What follows belongs to an exercise in optimizing a design on an open flow for small area, a short achievable clock period and few clock cycles per item; a production flow would make more cautious choices. Only simulation tests tie the RTL to the original design; equivalence was not proved.

// si570_math
module si570_math
(
    input             clk, resetn,
    input      [47:0] old_si570_regs,
    output     [47:0] new_si570_regs,
    output     [31:0] fxtal,
    input             start,
    output            idle
);
localparam NI  = 6;
localparam NC1 = (NI + 32) / 2;            
localparam NCS = 32 / 2;                   
localparam NC2 = 42 / 3;                   
wire[ 2:0] in_hs  = old_si570_regs[47:45];
wire[ 6:0] in_n1  = old_si570_regs[44:38];
wire[37:0] in_rf  = old_si570_regs[37:0];
reg        busy;
reg        prep1;        
reg        prep2;        
reg        sk;           
reg [4:0]  cnt;          
reg [3:0]  cnt2;         
reg [37:0] rfn;          
reg [39:0] r3n;          
reg        int_ph;       
reg [10:0] k;            
reg [12:0] k3n;          
reg [37:0] p1;           
reg [31:0] fq;           
reg [10:0] p2;           
reg [41:0] qd;           
assign fxtal          = fq;
assign new_si570_regs = {3'd0, 7'd3, qd[37:0]};
assign idle           = ~busy & ~start;
wire [7:0]  in_n  = {1'b0, in_n1} + 8'd1;
wire [10:0] in_k  = {1'b0, in_n, 2'b0} + (in_hs[0] ? {3'd0, in_n} : 11'd0)
                  + (in_hs[1] ? {2'd0, in_n, 1'b0} : 11'd0) + (in_hs[2] ? {1'b0, in_n, 2'b0} : 11'd0);
wire [33:0] mt0 = {k, 23'd0};
wire [33:0] mt1 = {3'd0, k, 20'd0};
wire [33:0] mt2 = {5'd0, k, 18'd0};
wire [33:0] mt3 = {7'd0, k, 16'd0};
wire [33:0] mt4 = {14'd0, k, 9'd0};
wire [33:0] mt5 = {15'd0, k, 8'd0};
wire [33:0] mt6 = ~{20'd0, k, 3'd0};      
wire [33:0] mt7 = {23'd0, k};
wire [33:0] ms1, mc1, ms2, mc2, ms3, mc3, ms4, mc4, ms5, mc5, ms, mc;
csa #(34) i_m1 (mt0, mt1, mt2, ms1, mc1);
csa #(34) i_m2 (mt3, mt4, mt5, ms2, mc2);
csa #(34) i_m3 (ms1, mc1, ms2, ms3, mc3);
csa #(34) i_m4 (mc2, mt6, mt7, ms4, mc4);
csa #(34) i_m5 (ms3, mc3, ms4, ms5, mc5);
csa #(34) i_m6 (ms5, mc5, mc4, ms, mc);
wire [12:0] k3 = {1'b0, k, 1'b0} + {2'd0, k};
wire [43:0] es, ec, e;
csa #(44) i_e1 ({1'b0, ~rfn, 5'd0}, {6'd0, ~rfn}, {34'd0, k[10:1]}, es, ec);
add_sk #(44) i_e (.a(es), .b(ec), .ci(1'b0), .s(e), .co());
wire [37:0] r1;
wire [1:0]  q1;
wire [39:0] sum1;        
wire [39:0] sum2;        
div4_step #(.WIDTH(38)) u_div1 (
    .rem_in (p1),
    .bits_in(fq[31:30] & {2{int_ph}}),
    .divn   (rfn),
    .div3n  (r3n),
    .rem_out(r1),
    .q      (q1),
    .sum1   (sum1),
  ...
Size: roughly 0.024 mm^2 of cells after synthesis.
==> flow/config.mk <==
export PLATFORM = sky130hd
export DESIGN_NAME = si570_math
export DESIGN_NICKNAME = si570_math
export VERILOG_FILES = /design/flow/design.v
export SDC_FILE = /design/flow/constraint.sdc
export NUM_CORES = 4
export LEC_CHECK = 0
export ABC_AREA = 1
export ABC_CLOCK_PERIOD_IN_PS = 4000
export CAP_MARGIN = 20
export CORE_MARGIN = 2
export CORE_UTILIZATION = 55
export SETUP_SLACK_MARGIN = 2.7
export SLEW_MARGIN = 20
==> flow/constraint.sdc <==
create_clock -name core_clock -period 6.5 [get_ports {clk}]
set_input_delay 1.3000 -clock core_clock [delete_from_list [all_inputs] [get_ports {clk}]]
set_output_delay 1.3000 -clock core_clock [all_outputs]
set_load 0.01 [all_outputs]
run.sh (not shown) runs the stock make flow with config.mk's settings and CLKGATE_MAP_FILE= SYNTH_SCRIPT=/design/flow/synth_recipe.tcl, a recipe that flattens the netlist after the stock synthesis.
Testbench counts at the start, summed over its fixed seeds: cycles 7,572, items 384.
Then changed:
- ABC_AREA: 1 -> not set
- ABC_CLOCK_PERIOD_IN_PS: 4000 -> not set
- SETUP_SLACK_MARGIN: 2.7 -> 2.0
After rerunning:
- The changed run finished with timing, DRC and antenna clean
- final cell count drops by about a fifth
- non-clock buffer count rose by 2
- worst setup slack gets worse by 690 ps
- routed wire length drops by a few percent
- critical path depth is lower by 2
- global-route usage climbs by 0.76 points
- final area shrinks by a few percent
Then changed:
- ABC_AREA: not set -> 1
- ABC_CLOCK_PERIOD_IN_PS: not set -> 4000
- CTS_CLUSTER_DIAMETER: not set -> 80
- CTS_CLUSTER_SIZE: not set -> 30
- SETUP_SLACK_MARGIN: 2.0 -> 2.5
Setup slack improves by 750 ps.
Core utilization fell by 1.3 points.
Sequential share of layout area fell by 0.70 points.
Hold slack degrades by 10 ps.
Then changed:
- CORE_UTILIZATION: 55 -> 50
- CTS_CLUSTER_DIAMETER: 80 -> not set
- CTS_CLUSTER_SIZE: 30 -> not set
Effect:
- The new run produced a clean layout
- setup slack got worse by 41 ps
- maximum frequency shrinks by 1.0%
- synthesized area does not change
- hold slack improved by 15 ps
- global-route usage shrinks by 2.3 points
- sequential cell count does not change


si570_math again, from the RTL that the note above started with.
## si570_math
module si570_math
(
    input             clk, resetn,
    input      [47:0] old_si570_regs,
    output     [47:0] new_si570_regs,
    output     [31:0] fxtal,
    input             start,
    output            idle
);
clock: 6.5 ns
lec_check: 0
abc_area: 1
abc_clock_period_in_ps: 3500
cap_margin: 20
core_margin: 2
core_utilization: 55
setup_slack_margin: 3.0
slew_margin: 20
The first run ran to the end with no violations.
Testbench counts at the start, summed over its fixed seeds: cycles 7,572, items 384.
==> next run, changes <==
--- a/flow/config.mk
+++ b/flow/config.mk
@@ -7,8 +7,9 @@
 export LEC_CHECK = 0
 export ABC_AREA = 1
-export ABC_CLOCK_PERIOD_IN_PS = 3500
+export ABC_CLOCK_PERIOD_IN_PS = 4000
 export CAP_MARGIN = 20
 export CORE_MARGIN = 2
-export CORE_UTILIZATION = 55
-export SETUP_SLACK_MARGIN = 3.0
+export CORE_UTILIZATION = 65
+export PLACE_DENSITY = 0.72
+export SETUP_SLACK_MARGIN = 2.5
 export SLEW_MARGIN = 20
Outcome: Global-route usage grows by 4.3 points. Critical path depth grows by 2. Via count grows by 1.9%. Utilization grows by 11 points. Design area shrinks by 2.7%. Non-clock buffer count shrinks by 25.
==> next run, changes <==
--- a/flow/config.mk
+++ b/flow/config.mk
@@ -6,10 +6,7 @@
 export NUM_CORES = 4
 export LEC_CHECK = 0
-export ABC_AREA = 1
-export ABC_CLOCK_PERIOD_IN_PS = 4000
 export CAP_MARGIN = 20
 export CORE_MARGIN = 2
-export CORE_UTILIZATION = 65
-export PLACE_DENSITY = 0.72
+export CORE_UTILIZATION = 55
 export SETUP_SLACK_MARGIN = 2.5
 export SLEW_MARGIN = 20
Effect:
- The changed run passed the timing, DRC and antenna checks
- wire length shrinks slightly
- hold slack is about the same
==> next run, changes <==
--- a/flow/config.mk
+++ b/flow/config.mk
@@ -6,7 +6,11 @@
 export NUM_CORES = 4
 export LEC_CHECK = 0
+export ABC_AREA = 1
+export ABC_CLOCK_PERIOD_IN_PS = 4000
 export CAP_MARGIN = 20
 export CORE_MARGIN = 2
 export CORE_UTILIZATION = 55
+export CTS_CLUSTER_DIAMETER = 100
+export CTS_CLUSTER_SIZE = 40
 export SETUP_SLACK_MARGIN = 2.5
 export SLEW_MARGIN = 20
After rerunning: Via count goes up by 11%. Worst setup slack is better by 0.71 ns. Final area decreases by 0.38%. Worst hold slack is worse by 0.022 ns. Final cell count goes up by 22%. Register-to-register slack is better by 0.71 ns. Non-clock buffer count fell by 65. Area after synthesis came out higher by 5.3%. Critical path depth rose by 1.
==> next run, changes <==
--- a/flow/config.mk
+++ b/flow/config.mk
@@ -10,7 +10,5 @@
 export CAP_MARGIN = 20
 export CORE_MARGIN = 2
-export CORE_UTILIZATION = 55
-export CTS_CLUSTER_DIAMETER = 100
-export CTS_CLUSTER_SIZE = 40
-export SETUP_SLACK_MARGIN = 2.5
+export CORE_UTILIZATION = 50
+export SETUP_SLACK_MARGIN = 2.2
 export SLEW_MARGIN = 20
Outcome: Wire length climbs by a few percent; global-route usage decreases by 2.0 points; setup slack got worse by 0.19 ns.

==> what the ideal ports hide <==
The flow's constraints put no driver on any port. The routed layouts listed below were extracted and timed again, unchanged, in two steps.
Step 1: set_driving_cell puts a clkbuf_16 on clk and a buf_2 on each other input, an assumption about the parent block.
Step 2 moves the port delays by t, midway between the first and last clock arrival at a register: inputs arrive t later, outputs are due t later. That takes back most of the time a late clock gives input paths.
Slacks: ideal / step 1 / step 2; pairs: ideal / step 1.
run	t, ns	setup slack, ns	worst setup path at the end	slew at the worst register clock pin (ns)	cell pins on the clock port's net
the first run of note 1	0.641	2.523 / 2.523 / 2.089	input to register	0.07 / 0.07	1
the second run of note 1	0.639	1.831 / 1.831 / 1.529	input to register	0.07 / 0.07	1
the third run of note 1	0.621	2.580 / 2.580 / 2.050	input to register	0.10 / 0.10	1
the fourth run of note 1	0.647	2.539 / 2.539 / 2.033	input to register	0.07 / 0.07	1
the first run of note 2	0.653	2.557 / 2.557 / 2.088	input to register	0.07 / 0.07	1
the second run of note 2	0.623	2.487 / 2.487 / 2.014	input to register	0.07 / 0.07	1
the third run of note 2	0.634	1.802 / 1.802 / 1.802	register to register	0.06 / 0.06	1
the fourth run of note 2	0.603	2.513 / 2.513 / 2.064	input to register	0.12 / 0.12	1
the fifth run of note 2	0.647	2.327 / 2.363 / 1.716	input to register	0.06 / 0.06	1
After both steps every run listed still meets setup and hold. The setup slack of the fifth run of note 2, which loses most, moves by +0.036 ns with the drivers and by -0.611 ns with both steps.
